What follows belongs to an exercise in optimizing a design on an open flow for small area and a short achievable clock period; a production flow would make more cautious choices.
Only simulation tests tie the RTL to the original design; equivalence was not proved.

`flow/run.sh`:
```
#!/bin/bash
set -euo pipefail
cd "$(dirname "${BASH_SOURCE[0]}")/.."
bash standard.sh SETUP_SLACK_MARGIN=6 finish > standard_flow.log 2>&1
```
`standard.sh`:
```
#!/bin/bash
# synth_recipe.tcl (not shown) runs the flow's synth.tcl, then flattens the netlist and writes it again
# the make line also repeats each setting of config.mk as NAME=value (left out here)
make -C /OpenROAD-flow-scripts/flow DESIGN_CONFIG=/design/flow/config.mk WORK_HOME=/design/flow/orfs CLKGATE_MAP_FILE= SYNTH_SCRIPT=/design/flow/synth_recipe.tcl "${@:-finish}"
```
`config.mk`:
```
export PLATFORM = sky130hd
export DESIGN_NAME = gemm_arr
export DESIGN_NICKNAME = gemm_arr
export VERILOG_FILES = /design/flow/design.v
export SDC_FILE = /design/flow/constraint.sdc
export NUM_CORES = 4
export LEC_CHECK = 0
export ABC_AREA = 1
export CAP_MARGIN = 20
export CORE_MARGIN = 2
export CORE_UTILIZATION = 55
export PLACE_DENSITY = 0.7
export SLEW_MARGIN = 20
```
`constraint.sdc`:
```
create_clock -name core_clock -period 16.0 [get_ports {i_clk}]
set_input_delay 3.2000 -clock core_clock [delete_from_list [all_inputs] [get_ports {i_clk}]]
set_output_delay 3.2000 -clock core_clock [all_outputs]
set_load 0.01 [all_outputs]
```
`design.v`:
```
module bf16_class (
    input  [15:0] i_data,
    output        o_zero,
    output        o_nan,
    output        o_inf
);
wire emax = &i_data[14:7];
wire fnz  = |i_data[6:0];
assign o_zero = ~|i_data[14:7];
assign o_nan  = emax & fnz;
assign o_inf  = emax & ~fnz;
endmodule
module bf16_sigmul (
    input  [6:0]  a,
    input  [6:0]  b,
    output [15:0] p
);
wire t1 = (a[0] & b[6]) ^ (a[1] & b[5]);
wire t2 = (a[0] & b[6]) & (a[1] & b[5]);
wire t3 = a[0] ^ (a[1] & b[6]) ^ (a[2] & b[5]);
wire t4 = (a[0] & (a[1] & b[6])) | ((a[2] & b[5]) & (a[0] ^ (a[1] & b[6])));
wire t5 = (a[3] & b[4]) ^ (a[4] & b[3]);
wire t6 = (a[3] & b[4]) & (a[4] & b[3]);
wire t7 = a[1] ^ (a[2] & b[6]) ^ (a[3] & b[5]);
wire t8 = (a[1] & (a[2] & b[6])) | ((a[3] & b[5]) & (a[1] ^ (a[2] & b[6])));
wire t9 = (a[4] & b[4]) ^ (a[5] & b[3]);
wire t10 = (a[4] & b[4]) & (a[5] & b[3]);
wire t11 = a[2] ^ (a[3] & b[6]) ^ (a[4] & b[5]);
wire t12 = (a[2] & (a[3] & b[6])) | ((a[4] & b[5]) & (a[2] ^ (a[3] & b[6])));
wire t13 = (a[0] & b[4]) ^ (a[1] & b[3]);
wire t14 = (a[0] & b[4]) & (a[1] & b[3]);
wire t15 = (a[0] & b[5]) ^ (a[1] & b[4]) ^ (a[2] & b[3]);
wire t16 = ((a[0] & b[5]) & (a[1] & b[4])) | ((a[2] & b[3]) & ((a[0] & b[5]) ^ (a[1] & b[4])));
wire t17 = (a[3] & b[2]) ^ (a[4] & b[1]);
wire t18 = (a[3] & b[2]) & (a[4] & b[1]);
wire t19 = t1 ^ (a[2] & b[4]) ^ (a[3] & b[3]);
wire t20 = (t1 & (a[2] & b[4])) | ((a[3] & b[3]) & (t1 ^ (a[2] & b[4])));
wire t21 = (a[4] & b[2]) ^ (a[5] & b[1]) ^ (a[6] & b[0]);
wire t22 = ((a[4] & b[2]) & (a[5] & b[1])) | ((a[6] & b[0]) & ((a[4] & b[2]) ^ (a[5] & b[1])));
wire t23 = t2 ^ t3 ^ t5;
wire t24 = (t2 & t3) | (t5 & (t2 ^ t3));
wire t25 = (a[5] & b[2]) ^ (a[6] & b[1]) ^ b[0];
wire t26 = ((a[5] & b[2]) & (a[6] & b[1])) | (b[0] & ((a[5] & b[2]) ^ (a[6] & b[1])));
wire t27 = t4 ^ t6 ^ t7;
wire t28 = (t4 & t6) | (t7 & (t4 ^ t6));
wire t29 = t9 ^ (a[6] & b[2]) ^ b[1];
wire t30 = (t9 & (a[6] & b[2])) | (b[1] & (t9 ^ (a[6] & b[2])));
wire t31 = t8 ^ t10 ^ t11;
wire t32 = (t8 & t10) | (t11 & (t8 ^ t10));
wire t33 = (a[5] & b[4]) ^ (a[6] & b[3]) ^ b[2];
wire t34 = ((a[5] & b[4]) & (a[6] & b[3])) | (b[2] & ((a[5] & b[4]) ^ (a[6] & b[3])));
wire t35 = t12 ^ a[3] ^ (a[4] & b[6]);
wire t36 = (t12 & a[3]) | ((a[4] & b[6]) & (t12 ^ a[3]));
wire t37 = (a[5] & b[5]) ^ (a[6] & b[4]) ^ b[3];
wire t38 = ((a[5] & b[5]) & (a[6] & b[4])) | (b[3] & ((a[5] & b[5]) ^ (a[6] & b[4])));
wire t39 = a[4] ^ (a[5] & b[6]) ^ (a[6] & b[5]);
wire t40 = (a[4] & (a[5] & b[6])) | ((a[6] & b[5]) & (a[4] ^ (a[5] & b[6])));
wire t41 = (a[0] & b[3]) ^ (a[1] & b[2]);
wire t42 = (a[0] & b[3]) & (a[1] & b[2]);
wire t43 = t13 ^ (a[2] & b[2]) ^ (a[3] & b[1]);
wire t44 = (t13 & (a[2] & b[2])) | ((a[3] & b[1]) & (t13 ^ (a[2] & b[2])));
wire t45 = t14 ^ t15 ^ t17;
wire t46 = (t14 & t15) | (t17 & (t14 ^ t15));
wire t47 = t16 ^ t18 ^ t19;
wire t48 = (t16 & t18) | (t19 & (t16 ^ t18));
wire t49 = t20 ^ t22 ^ t23;
wire t50 = (t20 & t22) | (t23 & (t20 ^ t22));
wire t51 = t24 ^ t26 ^ t27;
wire t52 = (t24 & t26) | (t27 & (t24 ^ t26));
wire t53 = t28 ^ t30 ^ t31;
wire t54 = (t28 & t30) | (t31 & (t28 ^ t30));
wire t55 = t32 ^ t34 ^ t35;
wire t56 = (t32 & t34) | (t35 & (t32 ^ t34));
wire t57 = t36 ^ t38 ^ t39;
wire t58 = (t36 & t38) | (t39 & (t36 ^ t38));
wire t59 = t40 ^ a[5] ^ (a[6] & b[6]);
wire t60 = (t40 & a[5]) | ((a[6] & b[6]) & (t40 ^ a[5]));
wire t61 = (a[0] & b[2]) ^ (a[1] & b[1]);
wire t62 = (a[0] & b[2]) & (a[1] & b[1]);
wire t63 = t41 ^ (a[2] & b[1]) ^ (a[3] & b[0]);
wire t64 = (t41 & (a[2] & b[1])) | ((a[3] & b[0]) & (t41 ^ (a[2] & b[1])));
wire t65 = t42 ^ t43 ^ (a[4] & b[0]);
wire t66 = (t42 & t43) | ((a[4] & b[0]) & (t42 ^ t43));
wire t67 = t44 ^ t45 ^ (a[5] & b[0]);
wire t68 = (t44 & t45) | ((a[5] & b[0]) & (t44 ^ t45));
wire t69 = t46 ^ t47 ^ t21;
wire t70 = (t46 & t47) | (t21 & (t46 ^ t47));
wire t71 = t48 ^ t49 ^ t25;
wire t72 = (t48 & t49) | (t25 & (t48 ^ t49));
wire t73 = t50 ^ t51 ^ t29;
wire t74 = (t50 & t51) | (t29 & (t50 ^ t51));
wire t75 = t52 ^ t53 ^ t33;
wire t76 = (t52 & t53) | (t33 & (t52 ^ t53));
wire t77 = t54 ^ t55 ^ t37;
wire t78 = (t54 & t55) | (t37 & (t54 ^ t55));
wire t79 = t56 ^ t57 ^ b[4];
wire t80 = (t56 & t57) | (b[4] & (t56 ^ t57));
wire t81 = t58 ^ t59 ^ b[5];
wire t82 = (t58 & t59) | (b[5] & (t58 ^ t59));
wire t83 = t60 ^ a[6] ^ b[6];
wire t84 = (t60 & a[6]) | (b[6] & (t60 ^ a[6]));
wire [15:0] r0 = {1'b0, t84, t82, t80, t78, t76, t74, t72, t70, t68, t66, t64, t62, t61, (a[0] & b[1]), (a[0] & b[0])};
wire [15:0] r1 = {1'b0, 1'b1, t83, t81, t79, t77, t75, t73, t71, t69, t67, t65, t63, (a[2] & b[0]), (a[1] & b[0]), 1'b0};
assign p = r0 + r1;
endmodule
module bf16_mul (
    input  [15:0] i_data_a,
    input  [15:0] i_data_b,
    output [15:0] o_data
);
wire za, na, ia, zb, nb, ib;
bf16_class m_ca (.i_data(i_data_a), .o_zero(za), .o_nan(na), .o_inf(ia));
bf16_class m_cb (.i_data(i_data_b), .o_zero(zb), .o_nan(nb), .o_inf(ib));
wire        ps   = i_data_a[15] ^ i_data_b[15];
wire [15:0] m;
bf16_sigmul m_sig (.a(i_data_a[6:0]), .b(i_data_b[6:0]), .p(m));
wire        c    = m[15];
wire [6:0]  pf   = c ? m[14:8] : m[13:7];
wire [8:0]  esum = {1'b0, i_data_a[14:7]} + {1'b0, i_data_b[14:7]};
wire [7:0]  pe0  = esum[7:0] + 8'd129;
wire [7:0]  pe1  = esum[7:0] + 8'd130;
wire        uf   = c ? (esum < 9'd127) : (esum < 9'd128);
wire        of   = c ? (esum > 9'd380) : (esum > 9'd381);
wire        any_nan  = na | nb;
wire        any_zero = za | zb;
wire        any_inf  = ia | ib;
assign o_data = any_nan  ? 16'h7FC0 :
                any_zero ? (any_inf ? 16'hFFC0 : {ps, 15'd0}) :
                any_inf  ? {ps, 8'hFF, 7'd0} :
                uf       ? {ps, 15'd0} :
                of       ? {ps, 8'hFF, 7'd0} :
                           {ps, c ? pe1 : pe0, pf};
endmodule
module bf16_add_far (
    input  [9:0]  i_x,
    input  [9:0]  i_y,
    input         i_sub,
    output [10:0] o_r
);
wire [11:0] rx = {1'b0, i_x, i_sub} + {i_sub, i_y ^ {10{i_sub}}, i_sub};
assign o_r = rx[11:1];
endmodule
module bf16_add_near (
    input  [9:0]  i_x,
    input  [9:0]  i_y,
    output [9:0]  o_r,       
    output        o_neg      
);
wire [10:0] d1 = {1'b0, i_x} - {1'b0, i_y};
wire [10:0] d2 = {1'b0, i_y} - {1'b0, i_x};
assign o_neg = d1[10];
assign o_r   = o_neg ? d2[9:0] : d1[9:0];
endmodule
module bf16_add_single (
    input  [9:0]  i_x,
    input  [9:0]  i_y,
    input         i_sub,
    output [10:0] o_r,       
    output        o_neg
);
wire [11:0] rx = {1'b0, i_x, i_sub} + {i_sub, i_y ^ {10{i_sub}}, i_sub};
wire [10:0] d  = rx[11:1];
assign o_neg = i_sub & d[10];
assign o_r   = o_neg ? (~d + 11'd1) : d;
endmodule
module bf16_acc_norm (
    input         i_final,
    input         i_fz,
    input         i_sign,
    input         i_sub,
    input  [7:0]  i_base,
    input  [10:0] i_r,
    output [15:0] o_data,
    output [2:0]  o_flag
);
reg  [3:0]  lz;
always @(*) begin
    casez (i_r)
        11'b1??????????: lz = 4'd0;
        11'b01?????????: lz = 4'd1;
        11'b001????????: lz = 4'd2;
        11'b0001???????: lz = 4'd3;
        11'b00001??????: lz = 4'd4;
        11'b000001?????: lz = 4'd5;
        11'b0000001????: lz = 4'd6;
        11'b00000001???: lz = 4'd7;
        11'b000000001??: lz = 4'd8;
        11'b0000000001?: lz = 4'd9;
        default:         lz = 4'd10;
    endcase
end
wire [10:0] rs     = i_r << lz;
wire [6:0]  frac   = rs[9:3];
wire [7:0]  e      = i_base + 8'd2 - {4'd0, lz};    
wire        cancel = ~|i_r;
wire        inf    = ~i_sub & (&e);
wire        zero   = i_sub & (cancel | ~|e);
assign o_data = i_final ? {i_sign, i_base, i_r[6:0]} :
                inf     ? {i_sign, 8'hFF, 7'd0} :
                zero    ? {i_sign & ~cancel, 15'd0} :
                          {i_sign, e, frac};
assign o_flag = i_final ? i_r[9:7] :
                i_fz    ? 3'b100 :
                inf     ? 3'b010 :
                zero    ? 3'b100 : 3'b001;
endmodule
module bf16_fma #(
    parameter FAST = 1       
) (
    input  [15:0] i_x,
    input  [15:0] i_w,
    input  [15:0] i_acc,
    output [22:0] o_state    
);
wire [15:0] x = i_x, w = i_w, a = i_acc;
wire xz, xn, xi, wz, wn, wi;
bf16_class m_cx (.i_data(x), .o_zero(xz), .o_nan(xn), .o_inf(xi));
bf16_class m_cw (.i_data(w), .o_zero(wz), .o_nan(wn), .o_inf(wi));
wire        ps  = x[15] ^ w[15];
wire [15:0] m;
bf16_sigmul m_sig (.a(x[6:0]), .b(w[6:0]), .p(m));
wire        c   = m[15];
wire [9:0]  W   = {m[15:8], m[7] & ~c, 1'b0};
wire [8:0]  esum = {1'b0, x[14:7]} + {1'b0, w[14:7]};
wire [7:0]  pe0  = esum[7:0] + 8'd129;             
wire        uf   = c ? (esum < 9'd127) : (esum < 9'd128);
wire        of   = c ? (esum > 9'd380) : (esum > 9'd381);
wire        p_any_nan  = xn | wn;
wire        p_any_zero = xz | wz;
wire        p_any_inf  = xi | wi;
wire        p_nan  = p_any_nan | (p_any_zero & p_any_inf);
wire        p_zero = ~p_nan & (p_any_zero | (~p_any_inf & uf));
wire        p_inf  = ~p_nan & ~p_any_zero & (p_any_inf | of);
wire [15:0] p_nan_val = {~p_any_nan, 15'h7FC0};
wire [9:0]  t0   = {2'b0, a[14:7]} + 10'd127 - {1'b0, esum};
bf16_fma_core #(.FAST(FAST)) m_core (
    .i_acc(a), .i_W(W), .i_c(c), .i_pe0(pe0), .i_t0(t0), .i_ps(ps),
    .i_p_nan(p_nan), .i_p_zero(p_zero), .i_p_inf(p_inf), .i_p_nan_val(p_nan_val),
    .o_state(o_state)
);
endmodule
module bf16_fma_core #(
    parameter FAST = 1       
) (
    input  [15:0] i_acc,
    input  [9:0]  i_W,
    input         i_c,
    input  [7:0]  i_pe0,
    input  [9:0]  i_t0,      
    input         i_ps,
    input         i_p_nan,
    input         i_p_zero,
    input         i_p_inf,
    input  [15:0] i_p_nan_val,
    output [22:0] o_state
);
wire [15:0] a = i_acc;
wire az, an, ai;
bf16_class m_ca (.i_data(a), .o_zero(az), .o_nan(an), .o_inf(ai));
wire        sa  = a[15];
wire [7:0]  ea  = a[14:7];
wire [8:0]  ma  = {1'b1, a[6:0], 1'b0};
wire        ps  = i_ps;
wire        sub = sa ^ ps;
wire        c   = i_c;
wire [9:0]  W   = i_W;
wire [7:0]  pe0 = i_pe0;
wire        p_nan = i_p_nan, p_zero = i_p_zero, p_inf = i_p_inf;
wire [15:0] p_nan_val = i_p_nan_val;
wire [15:0] p_inf_val = {ps, 8'hFF, 7'd0};
wire [9:0]  t0   = i_t0;
wire        tneg = t0[9];
wire        fra  = ~tneg & ~az;
wire [7:0]  base = fra ? ea : pe0;                 
wire        shz  = |t0[8:4] | (t0[3] & |t0[2:1]);
wire [9:0]  ysh  = shz ? 10'd0 : (W >> t0[3:0]);
wire [9:0]  nt   = ~t0;                            
wire        shz2 = |nt[8:3] | az;
wire [8:0]  ash  = shz2 ? 9'd0 : ({1'b0, ma[8:1]} >> nt[2:0]);
wire [9:0]  ysm  = {1'b0, ash[8:1], ash[0] & ~c};
wire [9:0]  fx   = fra ? {1'b0, ma} : W;
wire [9:0]  fy   = fra ? ysh : ysm;
wire        sx   = fra ? sa : ps;                  
wire        near_t = c ? (t0 == 10'd0 || t0 == 10'd1 || t0 == 10'd2)
                       : (t0 == 10'h3FF || t0 == 10'd0 || t0 == 10'd1);
wire        near   = sub & ~az & near_t;
wire [10:0] s_r;
wire        s_sign;
generate
    if (FAST) begin : g_fast
        wire [10:0] r_far;
        bf16_add_far m_far (.i_x(fx), .i_y(fy), .i_sub(sub), .o_r(r_far));
        wire [9:0] nx = tneg ? W : {1'b0, ma};
        wire [9:0] ny = tneg ? {2'b0, ma[8:1]} : t0[1] ? {2'b0, W[9:2]} : t0[0] ? {1'b0, W[9:1]} : W;
        wire [9:0] r_near;
        wire       n_neg;
        bf16_add_near m_near (.i_x(nx), .i_y(ny), .o_r(r_near), .o_neg(n_neg));
        assign s_r    = near ? {1'b0, r_near} : r_far;
        assign s_sign = sx ^ (near & n_neg);
    end else begin : g_small
        wire s_neg;
        bf16_add_single m_add (.i_x(fx), .i_y(fy), .i_sub(sub), .o_r(s_r), .o_neg(s_neg));
        assign s_sign = sx ^ s_neg;
    end
endgenerate
reg  [15:0] sp_data;
reg  [2:0]  sp_flag;
reg         sp_sel;
always @(*) begin
    sp_sel = 1'b1;
    if (p_nan) begin
        sp_data = p_nan_val;
        sp_flag = 3'b011;
    end else if (an) begin
        sp_data = a;
        sp_flag = 3'b011;
    end else if (p_zero) begin
        sp_data = az ? {sa & ps, 15'd0} : a;
        sp_flag = 3'b100;
    end else if (ai & p_inf & sub) begin
        sp_data = 16'hFFC0;
        sp_flag = 3'b011;
    end else if (ai) begin
        sp_data = a;
        sp_flag = 3'b010;
    end else if (p_inf) begin
        sp_data = p_inf_val;
        sp_flag = az ? 3'b100 : 3'b010;
    end else begin
        sp_sel  = 1'b0;
        sp_data = p_inf_val;
        sp_flag = 3'b100;
    end
end
assign o_state = sp_sel ? {1'b1, 1'b0, sp_data[15], 1'b0, sp_data[14:7], 1'b0, sp_flag, sp_data[6:0]}
                        : {1'b0, az, s_sign, sub, base, s_r};
endmodule
module gemm_pe #(
    parameter FAST = 1,           
    parameter DATA_WIDTH = 16,
    parameter FLAG_WIDTH = 4
) (
    input i_clk,
    input i_rst,
    input i_valid,
    input [DATA_WIDTH-1:0] i_data_x,
    input [DATA_WIDTH-1:0] i_data_w,
    output reg [DATA_WIDTH-1:0] o_data_x,
    output reg [DATA_WIDTH-1:0] o_data_w,
    output     [DATA_WIDTH-1:0] o_data_acc,
    output     [2:0]            o_flag_acc    
);
reg  [22:0] acc_q;
wire [22:0] acc_d;
bf16_acc_norm m_norm (
    .i_final(acc_q[22]), .i_fz(acc_q[21]), .i_sign(acc_q[20]), .i_sub(acc_q[19]),
    .i_base(acc_q[18:11]), .i_r(acc_q[10:0]),
    .o_data(o_data_acc), .o_flag(o_flag_acc)
);
bf16_fma #(.FAST(FAST)) m_fma (
    .i_x(i_data_x), .i_w(i_data_w), .i_acc(o_data_acc),
    .o_state(acc_d)
);
always @(posedge i_clk) begin
    if (i_rst)
        acc_q <= 23'h400000;
    else if (i_valid)
        acc_q <= acc_d;
end
always @(posedge i_clk) begin
    if (i_rst) begin
        o_data_x[15:7] <= 9'd0;
        o_data_w[15:7] <= 9'd0;
    end else if (i_valid) begin
        o_data_x[15:7] <= i_data_x[15:7];
        o_data_w[15:7] <= i_data_w[15:7];
    end
end
always @(posedge i_clk) begin
    if (i_valid) begin
        o_data_x[6:0] <= i_data_x[6:0];
        o_data_w[6:0] <= i_data_w[6:0];
    end
end
endmodule
module gemm_arr #(
    parameter ROWS = 4,
    parameter COLS = 4,
    parameter N_ROWS = 2,  
    parameter N_COLS = 2,  
    parameter DATA_WIDTH = 16,
    parameter FLAG_WIDTH = 4
) (
    input i_clk,
    input i_rst,
    input i_valid,
    input [COLS*DATA_WIDTH-1:0] i_data_w,
    input [ROWS*DATA_WIDTH-1:0] i_data_x,
    input [N_COLS-1:0] i_addr,
    output [ROWS*DATA_WIDTH-1:0] o_data_acc,  
    output [ROWS*FLAG_WIDTH-1:0] o_data_flag
);
    wire [DATA_WIDTH-1:0] conn_w [ROWS*COLS-1:0]; 
    wire [DATA_WIDTH-1:0] conn_x [ROWS*COLS-1:0];
    wire [ROWS*DATA_WIDTH-1:0] conn_acc [COLS-1:0];  
    wire [ROWS*3-1:0] conn_flag [COLS-1:0];    
    genvar i;
    genvar j;
    generate
        for(i=0; i<ROWS; i=i+1) begin
            for(j=0; j<COLS; j=j+1) begin
                if(i==0 && j==0) begin
                    gemm_pe #(.FAST(0)) m_pe (
                        .i_clk(i_clk),
                        .i_rst(i_rst),
                        .i_valid(i_valid),
                        .i_data_x(i_data_x[ROWS*DATA_WIDTH-1:(ROWS-1)*DATA_WIDTH]),  
                        .i_data_w(i_data_w[COLS*DATA_WIDTH-1:(COLS-1)*DATA_WIDTH]),  
                        .o_data_x(conn_x[0]),
                        .o_data_w(conn_w[0]),
                        .o_data_acc(conn_acc[0][ROWS*DATA_WIDTH-1:(ROWS-1)*DATA_WIDTH]),  
                        .o_flag_acc(conn_flag[0][ROWS*3-1:(ROWS-1)*3])
                    );
                end
                else if(i==0) begin
                    gemm_pe #(.FAST(0)) m_pe (
                        .i_clk(i_clk),
                        .i_rst(i_rst),
                        .i_valid(i_valid),
                        .i_data_x(conn_x[j-1]),
                        .i_data_w(i_data_w[(COLS-j)*DATA_WIDTH-1:(COLS-1-j)*DATA_WIDTH]),   
                        .o_data_x(conn_x[j]),
                        .o_data_w(conn_w[j]),
                        .o_data_acc(conn_acc[j][ROWS*DATA_WIDTH-1:(ROWS-1)*DATA_WIDTH]),
                        .o_flag_acc(conn_flag[j][ROWS*3-1:(ROWS-1)*3])
                    );
                end
                else if(j==0) begin
                    gemm_pe #(.FAST(0)) m_pe (
                        .i_clk(i_clk),
                        .i_rst(i_rst),
                        .i_valid(i_valid),
                        .i_data_x(i_data_x[(ROWS-i)*DATA_WIDTH-1:(ROWS-1-i)*DATA_WIDTH]),  
                        .i_data_w(conn_w[(i-1)*COLS]),
                        .o_data_x(conn_x[i*COLS]),
                        .o_data_w(conn_w[i*COLS]),
                        .o_data_acc(conn_acc[0][(ROWS-i)*DATA_WIDTH-1:(ROWS-1-i)*DATA_WIDTH]),
                        .o_flag_acc(conn_flag[0][(ROWS-i)*3-1:(ROWS-1-i)*3])
                    );
                end
                else begin
                    gemm_pe #(.FAST(0)) m_pe (
                        .i_clk(i_clk),
                        .i_rst(i_rst),
                        .i_valid(i_valid),
                        .i_data_x(conn_x[i*COLS+j-1]),
                        .i_data_w(conn_w[(i-1)*COLS+j]),
                        .o_data_x(conn_x[i*COLS+j]),
                        .o_data_w(conn_w[i*COLS+j]),
                        .o_data_acc(conn_acc[j][(ROWS-i)*DATA_WIDTH-1:(ROWS-1-i)*DATA_WIDTH]),
                        .o_flag_acc(conn_flag[j][(ROWS-i)*3-1:(ROWS-1-i)*3])
                    );
                end
            end
        end
    endgenerate
    assign o_data_acc = conn_acc[i_addr];
    wire [ROWS*3-1:0] sel_flag = conn_flag[i_addr];
    genvar r;
    generate
        for (r = 0; r < ROWS; r = r + 1) begin : g_flag
            wire [2:0] fc = sel_flag[r*3 +: 3];
            assign o_data_flag[r*FLAG_WIDTH +: FLAG_WIDTH] =
                {fc[1] & fc[0], fc[2], fc[1] & ~fc[0], fc[0] & ~fc[1]};
        end
    endgenerate
endmodule
```
==> impl_metrics.ini, run 1 <==
[yosys]
syn_nets = 21700
synth-edff-count = 168
synth.largest_area_cell = nand2_1
synthCells = 19800
ys_warn_count = 4
synth.distinct_cells = 93
synth_area_um2 = 125000
async_flop_share = 0
synth-seq-cells = 752
synthTopCellsByArea = nand2_1, ha_1, inv_1
seq_area_frac_synth = 0.134
synth_top_area_share = 0.147
synth.most_common_cell = nand2_1
synth_common_cells = nand2_1, inv_1, nand3_1, nor2_1, o21ai_0
synth_area_per_cell_um2 = 6.27
ys.flop_type = dfxtp_1

[drt]
wl_um = 430000
drt_iter0_markers = 12500
firstDrtPassIters = 8
viasPerCell = 5.77
route.detailed.drc = 0
vias = 131000
routedWlPerCell_um = 19.0
final_antenna_net_count = 0

[placement]
place_hpwl_um = 344000
gp_congestion = 1.02
port_buffers = 212
dpl_cell_area_um2 = 128000
place_inst = 22400

[floorplan]
fp.dieArea_um2 = 230000
rows = 174
ios = 213
start_util = 0.554
die_h_um = 480
die_w_um = 480
coreArea_um2 = 225000

[run_status]
status = no timing/DRC/antenna violations

[timing]
setup_viol = 0
hold_viol = 0
maxSlewHeadroom = 0.122
max_freq_ghz = 0.100
period_needed_ps = 10000
skew_ps = 46.5
rsz0062_at_grt = yes
holdWs_ps = 464
maxSlewViolCount = 0
fin_crit_sh = 0.625
worst_pin_slew_ps = 1310
setup-tns-final_ps = 0

[critical_path]
criticalPathCategory = primary input to output port
crit_arrival_ps = 6800
cp.required_ps = 12800
cp-start-kind = primary input
worst_setup_path_end_kind = output port
cp_max_fo = 25

[global_route]
grt_pass1_vias = 121000
grt-ovfl-total = 0
track_usage = 0.363
grt_pass1_wl_um = 671000
grt_max_degree = 124
antenna_found_initial = 37

[min_path]
hold_path_class = flop to flop

[clocking]
clk-insertion-delay-late_ps = 800
cts_tree = done
cts_buffers = 98
postCtsHoldBufs = 0
cts_root_buf = clkbuf_16
cts_sinks = 752
h-tree-depth = 3
clkTransAtPathRegs_ps = 60
clock_path_buffers = 3

[layout]
area_growth_pct = 6.37
fin_area_um2 = 132000
postLayoutCoreUtil = 0.589
drive_above_1_share = 0.0551
finalNonFillerCells = 22600
fin_nets = 21400

[run]
maxCapViolCount = 0
path summary, 6_finish.rpt:
| check | end | slack [ps] | cells after the start | startpoint |
|---|---|---|---|---|
| worst max register to register | flop | 6630 | 53 | flop |
| worst min-delay path | flop | 460 | 2 | flop |
| worst min register to register | flop | 460 | 2 | flop |
| worst max-delay path | o_data_acc[0] | 6000 | 9 | i_addr[1] |
placed cells by master, fill, tap and decap left out, drive strengths merged, types with 130 or more instances in the layout:
cell / netlist / layout
xnor2: 171 / 171
nand4: 435 / 435
dfxtp: 584 / 584
nor2: 1455 / 1455
a21oi: 1289 / 1289
xor2: 553 / 553
o211ai: 231 / 231
ha: 1088 / 1088
inv: 3339 / 3352
clkbuf: 529 / 131
nand3: 1484 / 1484
nor4: 150 / 150
o21ai: 1479 / 1479
clkdlybuf4s50: 0 / 161
edfxtp: 168 / 168
nor3: 264 / 264
buf: 200 / 130
fa: 608 / 608
nand2: 4983 / 4984
metal layers:
layer  routed length (um)  global-route usage
met1               179000               0.472
met2               191000               0.584
met3                34800              0.0572
met4                24800               0.181
met5                  204                   0
state kept, by name, indices dropped and copies added, names as in the netlist:
| register | cells |
|---|---|
| genblk1.genblk1.genblk1.m_pe.o_data_w | 16 |
| genblk1.genblk1.genblk1.genblk1.genblk1.m_pe.o_data_w | 128 |
| genblk1.genblk1.genblk1.genblk1.m_pe.o_data_w | 48 |
| genblk1.genblk1.genblk1.genblk1.genblk1.m_pe.o_data_x | 144 |
| genblk1.genblk1.genblk1.m_pe.acc_q | 23 |
| genblk1.genblk1.genblk1.m_pe.o_data_x | 16 |
| genblk1.genblk1.genblk1.genblk1.m_pe.acc_q | 69 |
| genblk1.genblk1.genblk1.genblk1.genblk1.m_pe.acc_q | 276 |
| genblk1.genblk1.genblk1.genblk1.m_pe.o_data_x | 32 |
layout make-up:
type                            count  area (um^2)
Antenna cell                       14         35.0
Clock inverter                     73          887
Multi-Input combinational cell  15000        92800
Fill cell                       22600        92400
Timing Repair Buffer              329         2920
Inverter                         3373        12700
Tap cell                         2992         3740
Sequential cell                   752        16700
Clock buffer                      112         2630
cell families after synthesis:
| family | Yosys count | share of synthesized area |
|---|---|---|
| simple gates | 9011 | 0.316 |
| buf+inv | 4102 | 0.128 |
| compound gates | 3563 | 0.163 |
| fa+ha+maj | 1696 | 0.207 |
| flops | 752 | 0.134 |
| xor+xnor | 724 | 0.0510 |
| mux | 1 | 0.0000804 |
metrics by stage:
stage                     setup slack [ps]
after detailed placement              4520
final                                 6000
after global routing                  5900
after floorplan                       6060
after CTS                             5900
after global placement                4660
critical path, cell delays in order:
cell             delay (ps)
clkdlybuf4s50_1         660
nand2_2                 360
inv_4                   380
buf_4                   520
nand2_1                 270
o21ai_0                 150
a21oi_1                  70
o21ai_0                 380
clkdlybuf4s50_1         710
repair_timing:
| item | in CTS | in global routing |
|---|---|---|
| setup buffers | 2 | 46 |
| resized for setup | 60 | 291 |
| gates cloned | 0 | 1 |
| pin swaps | 1 | 34 |
| setup endpoints to repair | 83 | 168 |
==> run 2, diff against run 1 <==
==> flow/run.sh (replaced) <==
#!/bin/bash
set -euo pipefail
cd "$(dirname "${BASH_SOURCE[0]}")/.."
bash standard.sh SETUP_SLACK_MARGIN=8 finish > standard_flow.log 2>&1
==> run 2 against run 1 <==
Still clean; via count grew 6.4%; synthesized cell count is the same; register-to-register slack gained 820 ps; final area grew 16%; non-clock buffer count grew 1073; die area is the same; final cell count grew 4.8%; area after synthesis is the same; critical path type is now primary input to flop.
==> impl_metrics.ini, run 2 <==
[run_status]
status = no timing/DRC/antenna violations

[clocking]
cts_sinks = 752
clkTransAtPathRegs_ps = 60
h-tree-depth = 3
clock_path_buffers = 3
cts_root_buf = clkbuf_16
cts_buffers = 100
cts_tree = done
postCtsHoldBufs = 0
clk-insertion-delay-late_ps = 770

[yosys]
synth-edff-count = 168
synth_area_per_cell_um2 = 6.27
async_flop_share = 0
synth_common_cells = nand2_1, inv_1, nand3_1, nor2_1, o21ai_0
ys_warn_count = 4
synth.most_common_cell = nand2_1
synth_top_area_share = 0.147
synth_area_um2 = 125000
synth.largest_area_cell = nand2_1
syn_nets = 21700
seq_area_frac_synth = 0.134
ys.flop_type = dfxtp_1
synthCells = 19800
synth.distinct_cells = 93
synth-seq-cells = 752
synthTopCellsByArea = nand2_1, ha_1, inv_1

[layout]
largest_reg_flops = 276
fin_nets = 22500
area_growth_pct = 23.4
nFillCells = 20000
drive_above_1_share = 0.203
final_cell_mix = nand2_1, inv_1, nand3_1
postLayoutCoreUtil = 0.683
layout_commonest_cell = nand2_1
largest-register = genblk1.genblk1.genblk1.genblk1.genblk1.m_pe.acc_q
top_regs = genblk1.genblk1.genblk1.genblk1.genblk1.m_pe.acc_q (276), genblk1.genblk1.genblk1.genblk1.genblk1.m_pe.o_data_x (144), genblk1.genblk1.genblk1.genblk1.genblk1.m_pe.o_data_w (128)

[timing]
setup_viol = 0
maxSlewViolCount = 0
period_needed_ps = 9200
worst_pin_slew_ps = 1180
hold_viol = 0
max_freq_ghz = 0.109
fin_crit_sh = 0.575
setup-tns-final_ps = 0
rsz0062_at_grt = yes
maxSlewHeadroom = 0.204
holdWs_ps = 467
skew_ps = 23.2

[critical_path]
cp_max_fo = 8
cp.required_ps = 16640
critPathMaxStageDelay_ps = 560
crit_path_top_delay_cell = fa_2
crit_arrival_ps = 9840
cp-start-kind = primary input
worst_setup_path_end_kind = flop
criticalPathCategory = primary input to flop

[drt]
route.detailed.drc = 0
firstDrtPassIters = 9
final_antenna_net_count = 0
vias = 139000
wl_um = 484000
routedWlPerCell_um = 20.4
drt_iter0_markers = 14100
viasPerCell = 5.86

[floorplan]
die_h_um = 480
die_w_um = 480
rows = 174
fp.dieArea_um2 = 230000
coreArea_um2 = 225000
start_util = 0.554
ios = 213

[global_route]
grt_max_degree = 178
antenna_found_initial = 31
grt_pass1_vias = 127000
track_usage = 0.393
grt-ovfl-total = 0
grt_pass1_wl_um = 721000

[placement]
port_buffers = 212
gp_congestion = 1.01
place_hpwl_um = 352000

[run]
maxCapViolCount = 0

[min_path]
hold_path_class = flop to flop
-- run 2: layout make-up --
type                       instances  area, um^2  area share
antenna                           20        50.0    0.000326
timing repair inverter             1        5.00   0.0000326
clock buffer                     144        2990      0.0194
sequential                       752       17000       0.111
tap                             2992        3740      0.0244
inverter                        3373       13000      0.0845
multi-input combinational      15000      104000       0.677
clock inverter                    40         469     0.00305
timing repair buffer            1402       12500      0.0812
-- run 2: timing repair --
| item | 4_1_cts | 5_1_grt |
|---|---|---|
| pin swaps | 667 | 1012 |
| cloned | 20 | 8 |
| buffers inserted | 575 | 530 |
| resized for setup | 2152 | 1636 |
| endpoints found under the setup margin | 279 | 272 |
-- run 2: logic make-up after synthesis --
family | synth area share
XOR/XNOR | 0.0510
buffers and inverters | 0.128
AND/OR/NAND/NOR | 0.316
flip-flops | 0.134
adder cells (fa/ha/maj) | 0.207
AO/OA/AOI/OAI | 0.163
multiplexers | 0.0000804
-- run 2: path summary, 6_finish.rpt --
check / to / startpoint / slack (ps) / depth (start not counted)
worst max-delay path: flop / i_data_x[20] / 6800 / 45
worst min-delay path: flop / flop / 470 / 2
worst max register to register: flop / flop / 7450 / 54
worst min register to register: flop / flop / 470 / 2
-- run 2: critical path: cells and delay by family --
family                     cells  cell delay, ps
adders and majority gates      7            2690
and+or+nand+nor               20            1880
AOI/OAI and AO/OA             10            1440
buffers and inverters          8             600
-- run 2: per-stage QoR --
step	worst slack, ps	area (um^2)	std cells
2_1_floorplan	6430	126000	19800
3_3_place_gp	5120	129000	22400
3_5_place_dp	5080	129000	22400
4_1_cts	7000	143000	23200
5_1_grt	6470	154000	23700
6_report	6800	154000	23700
-- run 2: layer usage --
layer  vias up  part of all wire  global-route usage  routed length, um
li1      66200                 -                   -                  -
met1     65000              0.40               0.514             195000
met2      6496              0.43               0.611             210000
met3      1295             0.095              0.0696              45700
met4        12             0.070               0.223              33700
met5         -           0.00018                   0                 88
==> run 3, diff against run 2 <==
--- a/design.v
+++ b/design.v
@@ -192,8 +192,12 @@
 wire [10:0] rs     = i_r << lz;
 wire [6:0]  frac   = rs[9:3];
-wire [7:0]  e      = i_base + 8'd2 - {4'd0, lz};    
+wire [7:0]  b2     = i_base + 8'd2;
+wire [7:0]  b3     = i_base + 8'd3;
+wire [3:0]  b2_hm  = b2[7:4] - 4'd1;
+wire [4:0]  e_lo   = {1'b0, b2[3:0]} - {1'b0, lz};
+wire [7:0]  e      = {e_lo[4] ? b2_hm : b2[7:4], e_lo[3:0]};
 wire        cancel = ~|i_r;
-wire        inf    = ~i_sub & (&e);
-wire        zero   = i_sub & (cancel | ~|e);
+wire        inf    = ~i_sub & (b3[7:4] == 4'd0) & (b3[3:0] == lz);
+wire        zero   = i_sub & (cancel | ((b2[7:4] == 4'd0) & (b2[3:0] == lz)));
 assign o_data = i_final ? {i_sign, i_base, i_r[6:0]} :
                 inf     ? {i_sign, 8'hFF, 7'd0} :
==> flow/run.sh (replaced) <==
#!/bin/bash
set -euo pipefail
cd "$(dirname "${BASH_SOURCE[0]}")/.."
bash standard.sh SETUP_SLACK_MARGIN=6 finish > standard_flow.log 2>&1
--- a/config.mk
+++ b/config.mk
@@ -6,5 +6,4 @@
 export NUM_CORES = 4
 export LEC_CHECK = 0
-export ABC_AREA = 1
 export CAP_MARGIN = 20
 export CORE_MARGIN = 2
==> run 3 against run 2 <==
Area after synthesis rose by 0.10%; non-clock buffer count fell by 875; global-route usage fell by 2.3 points; critical path depth fell by 11; die area barely moved; highest routed layer unchanged.
==> impl_metrics.ini, run 3 <==
[yosys]
ys_warn_count = 4
synth-edff-count = 168
synth_area_per_cell_um2 = 7.67
synth_area_um2 = 125000
ys.flop_type = dfxtp_1
synth.distinct_cells = 126
synth.largest_area_cell = ha_1
synth_common_cells = inv_1, nand2_1, nor2_1, ha_1, a21oi_1
synth_top_area_share = 0.106
synthTopCellsByArea = ha_1, fa_1, dfxtp_1
synthCells = 16200
synth-seq-cells = 752
seq_area_frac_synth = 0.134
synth.most_common_cell = inv_1
syn_nets = 18000
async_flop_share = 0

[critical_path]
r2r_slack_ps = 6250
crit_arrival_ps = 10760
cp_max_fo = 8
criticalPathCategory = primary input to flop
cp-start-kind = primary input
critPathMaxStageDelay_ps = 600
reg2reg_depth = 37
crit_path_top_delay_cell = fa_1
cp.required_ps = 16710
worst_setup_path_end_kind = flop

[floorplan]
die_h_um = 480
start_util = 0.554
die_w_um = 480
rows = 174
coreArea_um2 = 225000
ios = 213
fp.dieArea_um2 = 230000

[layout]
area_growth_pct = 9.01
fin_nets = 17900
largest_reg_flops = 276
drive_above_1_share = 0.0822
postLayoutCoreUtil = 0.604
multi_input_comb_area_um2 = 101000
layout_commonest_cell = inv_1
final_cell_mix = inv_1, nand2_1, nor2_1
nFillCells = 20700
finalNonFillerCells = 19200
top_regs = genblk1.genblk1.genblk1.genblk1.genblk1.m_pe.acc_q (276), genblk1.genblk1.genblk1.genblk1.genblk1.m_pe.o_data_x (144), genblk1.genblk1.genblk1.genblk1.genblk1.m_pe.o_data_w (128)
largest-register = genblk1.genblk1.genblk1.genblk1.genblk1.m_pe.acc_q
seq_area_um2 = 16700

[drt]
route.detailed.drc = 0
wl_um = 446000
final_antenna_net_count = 0
firstDrtPassIters = 8
routedWlPerCell_um = 23.2
vias = 125000
drt_iter0_markers = 13600
viasPerCell = 6.54

[global_route]
grt_pass1_wl_um = 682000
grt-ovfl-total = 0
track_usage = 0.370
grt_pass1_vias = 115000
antenna_found_initial = 41
grt_max_degree = 136

[placement]
place_hpwl_um = 349000
place_inst = 18800
port_buffers = 212
gp_congestion = 1.02

[timing]
max_freq_ghz = 0.0995
skew_ps = 29.3
setup_viol = 0
fin_crit_sh = 0.628
maxSlewViolCount = 0
holdWs_ps = 461
period_needed_ps = 10050
setup-tns-final_ps = 0
maxSlewHeadroom = 0.173
hold_viol = 0
rsz0062_at_grt = yes
worst_pin_slew_ps = 1240

[run_status]
status = no timing/DRC/antenna violations

[clocking]
h-tree-depth = 3
clk-insertion-delay-late_ps = 780
clock_path_buffers = 3
cts_root_buf = clkbuf_16
cts_tree = done
clkTransAtPathRegs_ps = 70
postCtsHoldBufs = 0
cts_sinks = 752
cts_buffers = 99

[run]
maxCapViolCount = 0

[min_path]
worstHoldPathCells = 2
hold_path_class = flop to flop
[run 3: cell count changes after synthesis, moves of 196 or more]
| cell | previous run | this run |
|---|---|---|
| a21o_1 | 37 | 257 |
| nand3_1 | 1445 | 412 |
| nand2_1 | 4865 | 1462 |
| inv_1 | 3248 | 1502 |
| and2_1 | 23 | 468 |
| o21ai_0 | 1324 | 791 |
| xnor2_1 | 171 | 624 |
| mux2i_1 | 1 | 409 |
| a211oi_1 | 18 | 214 |
| a21oi_1 | 1251 | 940 |
| nand4_1 | 430 | 199 |
[run 3: critical path: cells and delay by family]
family,cells,cell delay [ps]
buffers and inverters,4,340
AOI/OAI and AO/OA,16,3280
and+or+nand+nor,5,830
adders and majority gates,7,2760
xor gates and xnor gates,2,350
[run 3: repair_timing]
action | CTS | global route
resized for setup | 160 | 520
buffers inserted | 33 | 99
endpoints found under the setup margin | 96 | 181
endpoints found under the hold margin | 0 | 0
pin swaps | 19 | 193
[run 3: layout make-up]
| cell class | count | area share |
|---|---|---|
| clock buffers | 128 | 0.0206 |
| clock inverters | 56 | 0.00540 |
| multi-input cells | 13200 | 0.747 |
| well taps | 2992 | 0.0276 |
| diodes | 17 | 0.000313 |
| inverters | 1544 | 0.0428 |
| repair buffers | 527 | 0.0333 |
| flip-flops and latches | 752 | 0.123 |
[run 3: final timing paths]
check	startpoint	end
max	i_data_w[37]	flop
min	flop	flop
min reg2reg	flop	flop
max reg2reg	flop	flop
[run 3: stage by stage]
stage	cell area (um^2)	setup slack, ps
finish	136000	5950
floorplan	125000	5700
CTS	133000	6000
global route	136000	5660
detailed placement	129000	4290
global placement	129000	4380
[run 3: routing by layer]
layer | vias up | track usage | part of all wire
li1 | 58500 | - | -
met3 | 1165 | 0.0640 | 0.092
met1 | 59900 | 0.491 | 0.41
met5 | - | 0 | 0.00041
met2 | 5924 | 0.575 | 0.44
met4 | 26 | 0.197 | 0.063
[run 3: kinds of logic after synthesis]
logic type               Yosys count  synth area share
multiplexers                     584            0.0572
AND/OR/NAND/NOR                 5523             0.220
AO/OA/AOI/OAI                   4380             0.243
XOR/XNOR                        1010            0.0713
adder cells (fa/ha/maj)         1668             0.204
flip-flops                       752             0.134
buffers and inverters           2330            0.0709
==> run 4, diff against run 3 <==
--- a/config.mk
+++ b/config.mk
@@ -6,4 +6,5 @@
 export NUM_CORES = 4
 export LEC_CHECK = 0
+export ABC_AREA = 1
 export CAP_MARGIN = 20
 export CORE_MARGIN = 2
==> run 4 against run 3 <==
Synthesized cell count grew 26%; via count grew 6.7%; final cell count grew 21%; area after synthesis grew 1.6%; sequential cell count is the same; still clean on timing, DRC and antenna; largest cell class unchanged.
==> impl_metrics.ini, run 4 <==
[clocking]
cts_root_buf = clkbuf_16
cts_sinks = 752
h-tree-depth = 3
clock_path_buffers = 3
cts_buffers = 101
clk-insertion-delay-late_ps = 800
clkTransAtPathRegs_ps = 60
cts_tree = done
postCtsHoldBufs = 0

[placement]
place_ws_ps = 4340
port_buffers = 212
place_hpwl_um = 365000
gp_congestion = 1.04
place_inst = 22900

[yosys]
synth-seq-cells = 752
ys.flop_type = dfxtp_1
synth-edff-count = 168
synth_top_area_share = 0.150
ys_warn_count = 4
seq_area_frac_synth = 0.132
synth.distinct_cells = 82
synthCells = 20400
async_flop_share = 0
synth.largest_area_cell = nand2_1
synth_common_cells = nand2_1, inv_1, nor2_1, o21ai_0, nand3_1
synthTopCellsByArea = nand2_1, ha_1, fa_1
synth_area_um2 = 127000
synth_area_per_cell_um2 = 6.21
syn_nets = 22200
synth.most_common_cell = nand2_1

[drt]
viasPerCell = 5.78
route.detailed.drc = 0
firstDrtPassIters = 20
vias = 134000
drt_iter0_markers = 13000
routedWlPerCell_um = 19.7
final_antenna_net_count = 0
wl_um = 457000

[floorplan]
start_util = 0.552
die_w_um = 484
die_h_um = 484
rows = 176
coreArea_um2 = 229000
ios = 213
fp.dieArea_um2 = 234000

[timing]
maxSlewViolCount = 0
period_needed_ps = 10080
setup-tns-final_ps = 0
hold_viol = 0
setup_ws_ps = 5920
fin_crit_sh = 0.630
worst_pin_slew_ps = 1200
setup_viol = 0
maxSlewHeadroom = 0.199
max_freq_ghz = 0.0992
skew_ps = 37.9
rsz0062_at_grt = yes

[layout]
area_growth_pct = 5.97
final_cell_mix = nand2_1, inv_1, nor2_1
drive_above_1_share = 0.0491
top_regs = genblk1.genblk1.genblk1.genblk1.genblk1.m_pe.acc_q (276), genblk1.genblk1.genblk1.genblk1.genblk1.m_pe.o_data_x (144), genblk1.genblk1.genblk1.genblk1.genblk1.m_pe.o_data_w (128)
largest_reg_flops = 276
fin_nets = 21800
nFillCells = 23400
finalNonFillerCells = 23200
largest-register = genblk1.genblk1.genblk1.genblk1.genblk1.m_pe.acc_q
layout_commonest_cell = nand2_1

[global_route]
grt_pass1_wl_um = 707000
grt_max_degree = 177
grt-ovfl-total = 0
track_usage = 0.378
antenna_found_initial = 43
grt_pass1_vias = 124000

[min_path]
hold_path_class = flop to flop

[critical_path]
cp_max_fo = 29
worst_setup_path_end_kind = output port
cp.required_ps = 12800
cp_cell_sequence = clkdlybuf4s50_1 -> inv_1 -> nor2_4 -> inv_4 -> buf_6 -> o21ai_0 -> a21oi_1 -> o21ai_0 -> clkdlybuf4s50_1
crit_arrival_ps = 6880
crit_path_top_delay_cell = clkdlybuf4s50_1
cp-start-kind = primary input
critPathMaxStageDelay_ps = 880
criticalPathCategory = primary input to output port
cp_num_buf_inv = 5
cpLargestDelayFamily = buffers and inverters

[run_status]
status = no timing/DRC/antenna violations

[run]
maxCapViolCount = 0
-- run 4: tightest hold or removal path: cells and delay by family (launching register included) --
family           cells  cell delay [ps]
AO/OA/AOI/OAI        1               50
AND/OR/NAND/NOR      1               60
flip-flops           1              310
-- run 4: logic make-up (layout without fill, tap and decap cells) --
logic type               after synthesis  after routing  share of synthesized area
AND/OR/NAND/NOR                     9320           9320                      0.319
buffers and inverters               4138           3874                      0.127
AO/OA/AOI/OAI                       3671           3671                      0.162
adder cells (fa/ha/maj)             1668           1668                      0.201
XOR/XNOR                             837            837                     0.0581
flip-flops                           752            752                      0.132
multiplexers                           8              8                   0.000633
other                                  0             23                          0
-- run 4: routing by layer --
layer / up-vias / GRT usage / wire length [um]
li1: 65300 / - / -
met1: 62000 / 0.491 / 189000
met2: 5445 / 0.596 / 199000
met3: 1097 / 0.0538 / 37000
met4: 24 / 0.226 / 31100
met5: - / 0 / 368
-- run 4: layout make-up --
type	instances	area, um^2	area share
clock inverters	66	827	0.00617
well taps	3026	3790	0.0282
multi-input cells	15500	94400	0.704
clock buffers	124	2770	0.0206
repair buffers	328	2920	0.0218
diodes	23	57.6	0.000429
inverters	3356	12600	0.0943
flip-flops and latches	752	16700	0.125
-- run 4: per-stage QoR --
step           hold slack (ps)   util  area, um^2
2_1_floorplan              424      -      127000
3_3_place_gp               456  0.565      130000
3_5_place_dp               457  0.565      130000
4_1_cts                    466  0.581      133000
5_1_grt                    476  0.584      134000
6_report                   468  0.585      134000
-- run 4: path summary, 6_finish.rpt --
path	slack (ps)	cells after the start	startpoint	endpoint
setup / recovery	5920	9	i_addr[1]	o_data_acc[4]
hold reg to reg	470	2	genblk1[0].genblk1[0].genblk1.m_pe.acc_q[21]	genblk1[0].genblk1[0].genblk1.m_pe.acc_q[21]
hold / removal	470	2	genblk1[0].genblk1[0].genblk1.m_pe.acc_q[21]	genblk1[0].genblk1[0].genblk1.m_pe.acc_q[21]
setup reg to reg	6720	44	flop	flop
-- run 4: what timing repair did --
action	in CTS	in global routing
pin swaps	1	25
setup endpoints to repair	96	108
setup buffers	2	33
resized for setup	86	240
==> run 5, diff against run 4 <==
==> flow/run.sh (replaced) <==
#!/bin/bash
set -euo pipefail
cd "$(dirname "${BASH_SOURCE[0]}")/.."
bash standard.sh SETUP_SLACK_MARGIN=8 finish > standard_flow.log 2>&1
==> run 5 against run 4 <==
Final area increased by 11%; sequential share of layout area decreased by 1.1 points; maximum frequency increased by 8.1%; clock skew about the same; global-route usage increased by 0.98 points; wire length increased by 5.0%; critical path depth increased by 26; first-iteration DRC count increased by 4.4%; non-clock buffer count increased by 696; critical path type is now primary input to flop; largest cell class unchanged; highest routed layer unchanged.
==> impl_metrics.ini, run 5 <==
[run]
maxCapViolCount = 0

[global_route]
track_usage = 0.388
grt_max_degree = 148
grt_pass1_wl_um = 724000
antenna_found_initial = 34
grt-ovfl-total = 0
grt_pass1_vias = 127000

[layout]
top_regs = genblk1.genblk1.genblk1.genblk1.genblk1.m_pe.acc_q (276), genblk1.genblk1.genblk1.genblk1.genblk1.m_pe.o_data_x (144), genblk1.genblk1.genblk1.genblk1.genblk1.m_pe.o_data_w (128)
fin_nets = 22600
layout_commonest_cell = nand2_1
largest-register = genblk1.genblk1.genblk1.genblk1.genblk1.m_pe.acc_q
multi_input_comb_area_um2 = 102000
drive_above_1_share = 0.151
seq_area_um2 = 16800
nFillCells = 21500
largest_reg_flops = 276
final_cell_mix = nand2_1, inv_1, nor2_1
area_growth_pct = 17.3

[timing]
setup_viol = 0
fin_crit_sh = 0.583
worst_pin_slew_ps = 1240
period_needed_ps = 9320
skew_ps = 37.5
setup-tns-final_ps = 0
rsz0062_at_grt = yes
maxSlewHeadroom = 0.168
maxSlewViolCount = 0
max_freq_ghz = 0.107
hold_viol = 0

[yosys]
synth_common_cells = nand2_1, inv_1, nor2_1, o21ai_0, nand3_1
syn_nets = 22200
synth-edff-count = 168
seq_area_frac_synth = 0.132
synth.largest_area_cell = nand2_1
ys.flop_type = dfxtp_1
synth_area_um2 = 127000
synth.distinct_cells = 82
synthCells = 20400
synth_area_per_cell_um2 = 6.21
async_flop_share = 0
synth_top_area_share = 0.150
synth.most_common_cell = nand2_1
ys_warn_count = 4
synth-seq-cells = 752
synthTopCellsByArea = nand2_1, ha_1, fa_1

[floorplan]
fp.dieArea_um2 = 234000
die_h_um = 484
start_util = 0.552
rows = 176
ios = 213
die_w_um = 484
coreArea_um2 = 229000

[drt]
route.detailed.drc = 0
drt_iter0_markers = 13500
viasPerCell = 5.80
routedWlPerCell_um = 20.1
final_antenna_net_count = 0
vias = 139000
wl_um = 480000
firstDrtPassIters = 8

[clocking]
cts_root_buf = clkbuf_16
h-tree-depth = 3
cts_tree = done
clk-insertion-delay-late_ps = 780
cts_sinks = 752
cts_buffers = 101
postCtsHoldBufs = 0
clkTransAtPathRegs_ps = 60
clock_path_buffers = 3

[critical_path]
cp_max_fo = 6
crit_path_top_delay_cell = fa_2
cp-start-kind = primary input
crit_arrival_ps = 9920
criticalPathCategory = primary input to flop
cp.required_ps = 16600
startpoint = i_data_x[39]
critPathMaxStageDelay_ps = 560
worst_setup_path_end_kind = flop

[placement]
port_buffers = 212
gp_congestion = 1.02
place_hpwl_um = 363000

[run_status]
status = no timing/DRC/antenna violations

[min_path]
hold_path_class = flop to flop
==> run 5: cell counts after synthesis <==
No cell type changed its count.
==> run 5: per-layer routing <==
| metal | GRT usage | up-vias | wire length [um] |
|---|---|---|---|
| met4 | 0.238 | 6 | 36100 |
| met5 | 0 | - | 37 |
| li1 | - | 66800 | - |
| met2 | 0.600 | 6317 | 206000 |
| met3 | 0.0649 | 1323 | 44100 |
| met1 | 0.505 | 64200 | 193000 |
==> run 5: cell families (layout without fill, tap and decap cells) <==
logic type | count (synthesis) | in the layout | synth area share
buffers and inverters | 4138 | 4571 | 0.127
other | 0 | 17 | 0
multiplexers | 8 | 8 | 0.000633
adder cells (fa/ha/maj) | 1668 | 1668 | 0.201
flip-flops | 752 | 752 | 0.132
XOR/XNOR | 837 | 837 | 0.0581
AND/OR/NAND/NOR | 9320 | 9329 | 0.319
AO/OA/AOI/OAI | 3671 | 3671 | 0.162
==> run 5: path summary, 6_finish.rpt <==
| kind | end | slack [ps] | cells past startpoint |
|---|---|---|---|
| worst min-delay path | flop | 460 | 2 |
| worst min register to register | flop | 460 | 2 |
| worst max-delay path | flop | 6680 | 35 |
| worst max register to register | flop | 7480 | 46 |
==> run 5: worst max-delay path: cells and delay by family <==
kind / cells / cell delay, ps
adders and majority gates: 6 / 2040
AOI/OAI and AO/OA: 7 / 930
buffers and inverters: 7 / 1190
and+or+nand+nor: 12 / 1750
xor gates and xnor gates: 3 / 790
==> run 5: final cells by class <==
type,count,share of cell area
Clock inverter,56,0.00477
Timing Repair inverter,3,0.000135
Inverter,3356,0.0866
Sequential cell,752,0.113
Multi-Input combinational cell,15500,0.688
Antenna cell,17,0.000286
Clock buffer,132,0.0188
Tap cell,3026,0.0255
Timing Repair Buffer,1024,0.0622
==> run 5: timing repair <==
item / 4_1_cts / 5_1_grt
endpoints found under the setup margin: 290 / 258
pin swaps: 433 / 578
buffers inserted: 326 / 396
cloned: 15 / 8
resized for setup: 1489 / 1175
==> run 5: through the flow <==
stage	hold WS [ps]	cells	setup slack [ps]	instance area (um^2)	util
after global placement	454	22900	5060	131000	0.569
after detailed placement	457	22900	5000	131000	0.569
after CTS	466	23500	7070	141000	0.616
after global routing	481	23900	6400	148000	0.647
after floorplan	424	20400	6460	128000	-
final	464	23900	6680	149000	0.647
==> run 6, diff against run 5 <==
--- a/design.v
+++ b/design.v
@@ -415,5 +415,5 @@
             for(j=0; j<COLS; j=j+1) begin
                 if(i==0 && j==0) begin
-                    gemm_pe #(.FAST(0)) m_pe (
+                    gemm_pe m_pe (
                         .i_clk(i_clk),
                         .i_rst(i_rst),
@@ -428,5 +428,5 @@
                 end
                 else if(i==0) begin
-                    gemm_pe #(.FAST(0)) m_pe (
+                    gemm_pe m_pe (
                         .i_clk(i_clk),
                         .i_rst(i_rst),
@@ -441,5 +441,5 @@
                 end
                 else if(j==0) begin
-                    gemm_pe #(.FAST(0)) m_pe (
+                    gemm_pe m_pe (
                         .i_clk(i_clk),
                         .i_rst(i_rst),
==> run.sh (new file) <==
#!/bin/bash
# synth_recipe.tcl (not shown) runs the flow's synth.tcl, then flattens the netlist and writes it again
# the make line also repeats each setting of config.mk as NAME=value (left out here)
make -C /OpenROAD-flow-scripts/flow DESIGN_CONFIG=/design/flow/config.mk WORK_HOME=/design/flow/orfs CLKGATE_MAP_FILE= SYNTH_SCRIPT=/design/flow/synth_recipe.tcl finish
--- a/config.mk
+++ b/config.mk
@@ -6,8 +6,7 @@
 export NUM_CORES = 4
 export LEC_CHECK = 0
-export ABC_AREA = 1
 export CAP_MARGIN = 20
 export CORE_MARGIN = 2
-export CORE_UTILIZATION = 55
-export PLACE_DENSITY = 0.7
+export CORE_UTILIZATION = 40
+export SETUP_SLACK_MARGIN = 5
 export SLEW_MARGIN = 20
removed: flow/run.sh
removed: standard.sh
==> run 6 against run 5 <==
First-iteration DRC count increased by 3.5%; clock skew increased by 22 ps; non-clock buffer count decreased by 553; via count decreased by 5.5%; synthesized cell count decreased by 15%; highest routed layer unchanged; worst setup slack got worse by 1400 ps; global-route usage decreased by 10 points; clock-buffer cell count increased by 12.
==> impl_metrics.ini, run 6 <==
[global_route]
grt_pass1_wl_um = 749000
antenna_found_initial = 49
track_usage = 0.287
grt_max_degree = 117
grt-ovfl-total = 0
grt_pass1_vias = 121000

[timing]
skew_ps = 59.0
period_needed_ps = 10720
max_freq_ghz = 0.0933
maxSlewHeadroom = 0.158
hold_viol = 0
maxSlewViolCount = 0
setup-tns-final_ps = 0
worst_pin_slew_ps = 1250
setup_viol = 0
setup_ws_ps = 5280
rsz0062_at_grt = yes
fin_crit_sh = 0.670

[drt]
firstDrtPassIters = 9
vias = 131000
viasPerCell = 6.10
final_antenna_net_count = 0
drt_iter0_markers = 14000
route.detailed.drc = 0
routedWlPerCell_um = 23.0
wl_um = 493000

[min_path]
min_from = genblk1[0].genblk1[0].genblk1.m_pe.acc_q[20]
hold_path_class = flop to flop
hold_end = genblk1[0].genblk1[0].genblk1.m_pe.acc_q[20]
worstHoldPathCells = 2

[layout]
area_growth_pct = 8.11
drive_above_1_share = 0.0539
finalNonFillerCells = 21500
final_cell_mix = inv_1, nand2_1, nor2_1
postLayoutCoreUtil = 0.434
top_regs = genblk1.genblk1.genblk1.genblk1.genblk1.m_pe.acc_q (276), genblk1.genblk1.genblk1.genblk1.genblk1.m_pe.o_data_x (144), genblk1.genblk1.genblk1.genblk1.genblk1.m_pe.o_data_w (128)
largest_reg_flops = 276
fin_nets = 18900
largest-register = genblk1.genblk1.genblk1.genblk1.genblk1.m_pe.acc_q
layout_commonest_cell = inv_1
nFillCells = 33400

[critical_path]
cp_num_buf_inv = 3
critPathMaxStageDelay_ps = 690
cp.required_ps = 16770
crit_path_top_delay_cell = nor4bb_1
r2r_slack_ps = 5600
crit_top_cell = ha_1
crit_arrival_ps = 11490
worst_setup_path_end_kind = flop
reg2reg_depth = 36
startpoint = i_data_w[23]
criticalPathCategory = primary input to flop
cpLargestDelayFamily = compound AO/OA/AOI/OAI gates
cp-start-kind = primary input
cp_max_fo = 14

[clocking]
cts_root_buf = clkbuf_16
clkTransAtPathRegs_ps = 70
cts_sinks = 752
clk-insertion-delay-late_ps = 890
cts_buffers = 106
cts_tree = done
clock_path_buffers = 4
h-tree-depth = 3

[floorplan]
rows = 209
coreArea_um2 = 324000
die_w_um = 574
fp.dieArea_um2 = 329000
die_h_um = 574
ios = 213
start_util = 0.401

[placement]
gp_congestion = 0.969
port_buffers = 212
place_ws_ps = 3790
place_hpwl_um = 390000
place_inst = 21200

[yosys]
synthTopCellsByArea = ha_1, fa_1, dfxtp_1
synth.largest_area_cell = ha_1
synth.distinct_cells = 114
async_flop_share = 0
synth_top_area_share = 0.109
ys.flop_type = dfxtp_1
synth-edff-count = 168
seq_area_frac_synth = 0.129
synthCells = 17300
synth_area_um2 = 130000
synth_area_per_cell_um2 = 7.52
synth-seq-cells = 752
ys_warn_count = 6
syn_nets = 19200
synth_common_cells = inv_1, nand2_1, nor2_1, ha_1, a21oi_1

[run]
maxCapViolCount = 0

[run_status]
status = no timing/DRC/antenna violations
## run 6: cell types whose count changed after synthesis, sizes merged, moves of 214 or more
cell	change
nor3	+214
and2	+476
a21o	+293
xor2	-265
a211oi	+238
nand3	-1039
xnor2	+463
o21ai	-687
nor2	-225
nand2	-3556
inv	-1692
mux2i	+435
## run 6: how the worst max path moves through the flow
stage          slack (ps)  cells after the start    to
2_1_floorplan        5240                     28  flop
3_3_place_gp         4000                     26  flop
3_5_place_dp         3790                     26  flop
4_1_cts              4970                     26  flop
5_1_grt              4920                     31  flop
6_report             5280                     34  flop
## run 6: logic make-up (layout without fill, tap and decap cells)
kind of cell	count (synthesis)	count (layout)	share of synthesized area
and+or+nand+nor	5908	5908	0.221
AOI/OAI and AO/OA	4704	4704	0.244
buffers and inverters	2486	2318	0.0723
adders and majority gates	1757	1757	0.205
xor gates and xnor gates	1035	1035	0.0698
DFF	752	752	0.129
muxes	643	643	0.0587
other	0	28	0
## run 6: cell type report
class / count / area, um^2 / share of cell area
clock buffers: 144 / 3060 / 0.0218
repair buffers: 471 / 4170 / 0.0297
multi-input cells: 14000 / 104000 / 0.742
well taps: 4325 / 5410 / 0.0385
flip-flops and latches: 752 / 16700 / 0.119
inverters: 1654 / 6220 / 0.0443
clock inverters: 49 / 531 / 0.00378
diodes: 28 / 70.1 / 0.000499
## run 6: layer usage
metal  routed length [um]  up-vias  global-route usage
li1                     -    61500                   -
met1               216000    63100               0.398
met2               212000     5410               0.437
met3                40000      874              0.0435
met4                24700       16               0.132
met5                  121        -                   0
## run 6: worst reg2reg max path, delay by kind of cell (launching register included)
family	cells	cell delay, ps
AOI/OAI and AO/OA	20	4650
and+or+nand+nor	7	2330
adders and majority gates	6	2330
DFF	1	440
xor gates and xnor gates	2	340
buffers and inverters	1	190
## run 6: through the flow
step / cell area, um^2 / hold slack, ps
after floorplan: 130000 / 424
final: 140000 / 470
after CTS: 140000 / 473
after detailed placement: 136000 / 457
after global placement: 136000 / 453
after global routing: 140000 / 498
## run 6: what timing repair did
action                     4_1_cts  5_1_grt
buffers inserted                 0        8
cloned                           0        0
hold buffers                     0        0
pin swaps                        0        3
resized for setup                2       48
setup endpoints to repair       10       76

[what the ideal ports hide]
No port has a modelled driver above. Below, the same layouts with a new extraction and two added sets of constraints.
Step 1, drivers: a clkbuf_16 drives i_clk and a buf_2 each remaining input, both assumed.
Step 2 adds t to the input delays and takes it off the output delays; t is the mean of the earliest and latest rising clock arrival at the registers after step 1. Input paths then give back, and output paths get back, about the clock's delay inside the block.
Slacks: ideal ports / drivers / drivers and shift; pairs: ideal ports / drivers.
run | t, ns | setup WS [ns] | hold WS [ns] | clock arrival spread, ns
run 1 | 0.881 | 5.999 / 5.971 / 5.574 | 0.464 / 0.464 / 0.464 | 0.051 / 0.051
run 2 | 0.869 | 6.800 / 6.862 / 5.994 | 0.467 / 0.467 / 0.467 | 0.030 / 0.029
run 3 | 0.874 | 5.946 / 6.006 / 5.132 | 0.461 / 0.461 / 0.461 | 0.032 / 0.032
run 4 | 0.876 | 5.918 / 5.896 / 5.508 | 0.468 / 0.468 / 0.468 | 0.039 / 0.038
run 5 | 0.862 | 6.677 / 6.729 / 5.867 | 0.464 / 0.464 / 0.464 | 0.041 / 0.040
run 6 | 0.967 | 5.282 / 5.286 / 4.320 | 0.470 / 0.470 / 0.470 | 0.065 / 0.065
After both steps every run listed still meets setup and hold. The setup slack of run 6, which loses most, moves by +0.004 ns with the drivers and by -0.962 ns with both steps.
